From an optimization exercise on the open Yosys and OpenROAD flow, aimed at small area and a short achievable clock period; shortcuts taken in it are not production practice. Only simulation tests tie the RTL to the original design; equivalence was not proved. Power figures rest on the tool's default switching activity, not on a simulated workload.

## v3
==> flow/design.v (excerpt) <==
module EX (
    input clk,
    input rst_n,
    input en,
    input stage_ID_EX__EX_regwrite,
    input stage_ID_EX__EX_memtoreg,
    input stage_ID_EX__EX_memread,
    input stage_ID_EX__EX_memwrite,
    input stage_ID_EX__EX_alusrc,
    input [1:0] stage_ID_EX__EX_aluop,
    input stage_ID_EX__EX_regdst,
    input stage_ID_EX__EX_sys_en,
    input [31:0]stage_ID_EX__EX_rs_data,
    input [31:0]stage_ID_EX__EX_rt_data,
    input [4:0]stage_ID_EX__EX_rs_id,
    input [4:0]stage_ID_EX__EX_rt_id,
    input [4:0]stage_ID_EX__EX_rd_id,
    input [31:0]stage_ID_EX__EX_sign_ext,
    input [2:0]stage_ID_EX__EX_funct3,
    input sys__EX_done,
    output reg stage_EX_MEM__MEM_regwrite,
    output reg stage_EX_MEM__MEM_memtoreg,
    output reg stage_EX_MEM__MEM_memread,
    output reg stage_EX_MEM__MEM_memwrite,
    output reg [31:0] stage_EX_MEM__MEM_alures,
    output reg [31:0] stage_EX_MEM__MEM_store_data,
    output reg [4:0]  stage_EX_MEM__MEM_rd_id,
    output EX__HDUbr_regwrite,
    output EX__HDU_memread,
    output [4:0] EX__HDU_HDUbr_rd_id,
    output EX_stall_for_sys,
    input  FU__EX_rs_wb,
    input  FU__EX_rs_mem,
    input  FU__EX_rt_wb,
    input  FU__EX_rt_mem,
    input [31:0]  WB__EX_for_help,
    input [31:0]  MEM__EX_for_help
);
wire rs_m = FU__EX_rs_mem;
wire rs_w = ~FU__EX_rs_mem & FU__EX_rs_wb;
wire rs_d = ~FU__EX_rs_mem & ~FU__EX_rs_wb;
wire rt_m = FU__EX_rt_mem;
wire rt_w = ~FU__EX_rt_mem & FU__EX_rt_wb;
wire rt_d = ~FU__EX_rt_mem & ~FU__EX_rt_wb;
wire [31:0] rs = (MEM__EX_for_help & {32{rs_m}}) | (WB__EX_for_help & {32{rs_w}}) |
                 (stage_ID_EX__EX_rs_data & {32{rs_d}});
wire [31:0] rt = (MEM__EX_for_help & {32{rt_m}}) | (WB__EX_for_help & {32{rt_w}}) |
                 (stage_ID_EX__EX_rt_data & {32{rt_d}});
wire [31:0] b  = stage_ID_EX__EX_alusrc ? stage_ID_EX__EX_sign_ext : rt;
wire [4:0] op = {stage_ID_EX__EX_aluop, stage_ID_EX__EX_funct3};
wire op_add = (op == 5'b00000) | (op == 5'b01000);
wire op_sub = (op == 5'b10000);
wire op_sll = (op == 5'b01001);
wire op_srl = (op == 5'b01101);
wire op_sra = (op == 5'b10101);
wire op_xor = (op == 5'b01100);
  ...
export LEC_CHECK = 0
export ABC_AREA = 1
export CAP_MARGIN = 20
export CORE_MARGIN = 2
export CORE_UTILIZATION = 40
export SETUP_SLACK_MARGIN = 1.5
export SLEW_MARGIN = 20
create_clock -name core_clock -period 5.2 [get_ports {clk}]
standard.sh (not shown) runs the stock make flow with config.mk's settings and CLKGATE_MAP_FILE= SYNTH_SCRIPT=/design/flow/synth_recipe.tcl, a recipe that flattens the netlist after the stock synthesis.
==> flow/flow/run.sh <==
#!/bin/bash
# Standard layout with three changes: synthesis maps the logic with its own ABC
# script (flow/synth.tcl, flow/map.abc), ports are buffered with the smallest
# buffer, and CTS adds no dummy loads.
set -o pipefail
export EX_ABC_SCRIPT=$PWD/flow/map.abc
bash standard.sh \
  SYNTH_SCRIPT=$PWD/flow/synth.tcl \
  BUFFER_PORTS_ARGS="-buffer_cell sky130_fd_sc_hd__buf_1" \
  CTS_ARGS="-sink_clustering_enable -repair_clock_nets -dont_use_dummy_load" \
  finish > flow_standard.log 2>&1
==> flow/flow/map.abc <==
strash
dch
map -B 0.9
topo
==> flow/flow/synth.tcl <==
proc synth {args} { yosys synth -nofsm -noshare {*}$args }
proc abc {args} {
  set i [lsearch -exact $args -script]
  if {$i >= 0} { lset args [expr {$i + 1}] $::env(EX_ABC_SCRIPT) }
  yosys abc {*}$args
}
source $::env(SCRIPTS_DIR)/synth.tcl
# left out here: clear keep_hierarchy, flatten, clean up, hide names made inside functions, write 1_2_yosys.v
Looking at the reports, v3 completed the entire flow and the layout it produced met the timing, design-rule and antenna checks.
Relative to v3, the following input files were edited for v13:
# v3
export LEC_CHECK = 0
export ABC_AREA = 1
export CAP_MARGIN = 20
export CORE_MARGIN = 2
export CORE_UTILIZATION = 40
export SETUP_SLACK_MARGIN = 1.5
export SLEW_MARGIN = 20
create_clock -name core_clock -period 5.2 [get_ports {clk}]
# v13
export LEC_CHECK = 0
export ABC_AREA = 1
export CAP_MARGIN = 20
export CORE_MARGIN = 2
export CORE_UTILIZATION = 55
export SETUP_SLACK_MARGIN = 1.5
export SLEW_MARGIN = 20
create_clock -name core_clock -period 5.2 [get_ports {clk}]
==> flow/flow/run.sh <==
#!/bin/bash
# Standard layout, but buffer the ports with the smallest buffer cell.
set -o pipefail
bash standard.sh BUFFER_PORTS_ARGS="-buffer_cell sky130_fd_sc_hd__buf_1" finish > flow_standard.log 2>&1
removed: flow/flow/map.abc
removed: flow/flow/synth.tcl
Results
- v13 went all the way through synthesis, placement and routing and the layout is clean on timing, DRC and antenna.
- Reported for v3 and v13, number of flip-flops and latches turned out identical to the last digit.
- End point of the critical path: stage_EX_MEM__MEM_alures[30]$_DFF_P_ -> v3, stage_EX_MEM__MEM_alures[18]$_DFF_P_ -> v13
- In the tables for v3 and v13, number of diodes reads higher with v13.
- Measured against v13, the number of distinct library cell variants in the gate-level netlist after synthesis of v3 comes out at 0.63 times the reference value.
- Sequential share of layout area for v13: 0.31 points up relative to v3
- | global-route usage | v13 vs v3 | 10 points higher |
- Against v3, non-clock buffer count in v13 fell by a little under 10%.
- Between v3 and v13, highest clock rate decreased.
[inputs] v1 vs v13
# v13
export LEC_CHECK = 0
export ABC_AREA = 1
export CAP_MARGIN = 20
export CORE_MARGIN = 2
export CORE_UTILIZATION = 55
export SETUP_SLACK_MARGIN = 1.5
export SLEW_MARGIN = 20
create_clock -name core_clock -period 5.2 [get_ports {clk}]
# v1
export LEC_CHECK = 0
export ABC_AREA = 1
export CAP_MARGIN = 20
export CORE_MARGIN = 2
export CORE_UTILIZATION = 40
export SETUP_SLACK_MARGIN = 2.2
export SLEW_MARGIN = 20
create_clock -name core_clock -period 5.2 [get_ports {clk}]
On ratio of total power to cell area, v13 and v1 are neck and neck.
Diff v13 -> v1: smallest setup slack after layout increased by 0.15 ns relative to the old numbers; design area went up about 14%; signed area change from the synthesized netlist to the final layout higher.
Setup changes, v1 to v2
# v1
export LEC_CHECK = 0
export ABC_AREA = 1
export CAP_MARGIN = 20
export CORE_MARGIN = 2
export CORE_UTILIZATION = 40
export SETUP_SLACK_MARGIN = 2.2
export SLEW_MARGIN = 20
create_clock -name core_clock -period 5.2 [get_ports {clk}]
# v2
export LEC_CHECK = 0
export ABC_AREA = 1
export CAP_MARGIN = 20
export CORE_MARGIN = 2
export CORE_UTILIZATION = 40
export SETUP_SLACK_MARGIN = 1.5
export SLEW_MARGIN = 20
create_clock -name core_clock -period 5.2 [get_ports {clk}]
==> flow/flow/run.sh <==
#!/bin/bash
# Standard layout with three changes: synthesis maps the logic with its own ABC
# script (flow/synth.tcl, flow/map.abc), ports are buffered with the smallest
# buffer, and CTS adds no dummy loads.
set -o pipefail
export EX_ABC_SCRIPT=$PWD/flow/map.abc
bash standard.sh \
  SYNTH_SCRIPT=$PWD/flow/synth.tcl \
  BUFFER_PORTS_ARGS="-buffer_cell sky130_fd_sc_hd__buf_1" \
  CTS_ARGS="-sink_clustering_enable -repair_clock_nets -dont_use_dummy_load" \
  finish > flow_standard.log 2>&1
==> flow/flow/map.abc (new file) <==
strash
dch
map -B 0.9
topo
stime -c
buffer -c
dnsize -c
==> flow/flow/synth.tcl (new file) <==
proc synth {args} { yosys synth -nofsm -noshare {*}$args }
proc abc {args} {
  set i [lsearch -exact $args -script]
  if {$i >= 0} { lset args [expr {$i + 1}] $::env(EX_ABC_SCRIPT) }
  yosys abc {*}$args
}
source $::env(SCRIPTS_DIR)/synth.tcl
# left out here: clear keep_hierarchy, flatten, clean up, hide names made inside functions, write 1_2_yosys.v
==> run summary <==
v2 gives more fraction of the mapped netlist area in compound gates than v1 did.
For the global-route usage, v2 came in 0.72 points lower than v1 did.
Fraction of the yosys area taken by sequential cells was higher in v2 than in v1.
For total internal power, dividing the value from v1 by the value from v2 gives 1.2.
| post-layout minimum cycle time | v2 vs v1 | 0.18 ns higher |
v2: area after synthesis is about 3.3% lower than what v1 reported.
### v2 -> v49
# v2
export LEC_CHECK = 0
export ABC_AREA = 1
export CAP_MARGIN = 20
export CORE_MARGIN = 2
export CORE_UTILIZATION = 40
export SETUP_SLACK_MARGIN = 1.5
export SLEW_MARGIN = 20
create_clock -name core_clock -period 5.2 [get_ports {clk}]
# v49
export LEC_CHECK = 0
export CAP_MARGIN = 20
export CORE_MARGIN = 2
export CORE_UTILIZATION = 40
export SETUP_SLACK_MARGIN = 1.5
export SLEW_MARGIN = 20
create_clock -name core_clock -period 5.2 [get_ports {clk}]
==> flow/flow/run.sh <==
#!/bin/bash
# Standard layout, but buffer the ports with the smallest buffer cell.
set -o pipefail
bash standard.sh BUFFER_PORTS_ARGS="-buffer_cell sky130_fd_sc_hd__buf_1" finish > flow_standard.log 2>&1
removed: flow/flow/map.abc
removed: flow/flow/synth.tcl
Notes after the runs:
v49 was carried through to the last stage, and its layout satisfied the timing, design-rule and antenna checks. NOTE: worst hold slack in v49 falls short of that of v2. Most common library cell in the layout ignoring fill and taps = sky130_fd_sc_hd__buf_1: v49; most common library cell in the layout ignoring fill and taps = sky130_fd_sc_hd__nand2_1: v2. Taking v2 as the reference point, the utilization after layout of v49 rises by 4.7 points. Relative to v2, the effective utilization at floorplan of v49 is higher by 0.36 points. Worst path setup slack after routing (v49 over v2): decrease, 0.53 ns. Relative to v2, the final wirelength measured on v49 has decreased slightly.

## port drivers added, routing unchanged
In the flow no input, the clock included, has a driving cell. The finished layouts below were timed again as built, in two steps. Step 1 sets driving cells, clkbuf_16 on the clock port and buf_2 on the other inputs (assumed; they add their load-dependent delay and slew). Step 2 times the ports against the registers' clock, not the clock port: input delays grow and output delays shrink by t, the midpoint of the rising clock arrivals with the driver on. a / b / c = no drivers / after step 1 / after step 2; a / b = the first two.
run | shift t [ns] | setup slack, ns | worst setup path at the end | latest minus earliest clock arrival (ns) | worst data-port slew with drivers (ns)
v3 | 0.396 | 1.597 / 1.600 / 1.205 | input to register | 0.015 / 0.015 | 0.08
v13 | 0.408 | 1.565 / 1.589 / 1.180 | input to register | 0.009 / 0.009 | 0.09
v1 | 0.405 | 1.720 / 1.726 / 1.320 | input to register | 0.013 / 0.013 | 0.08
v2 | 0.388 | 1.541 / 1.569 / 1.181 | input to register | 0.023 / 0.024 | 0.08
v49 | 0.415 | 1.015 / 1.024 / 0.609 | input to register | 0.020 / 0.020 | 0.07
After both steps every run listed still meets setup and hold. For v49, which loses most, drivers alone change the setup slack by +0.009 ns; drivers and shift together by -0.406 ns.
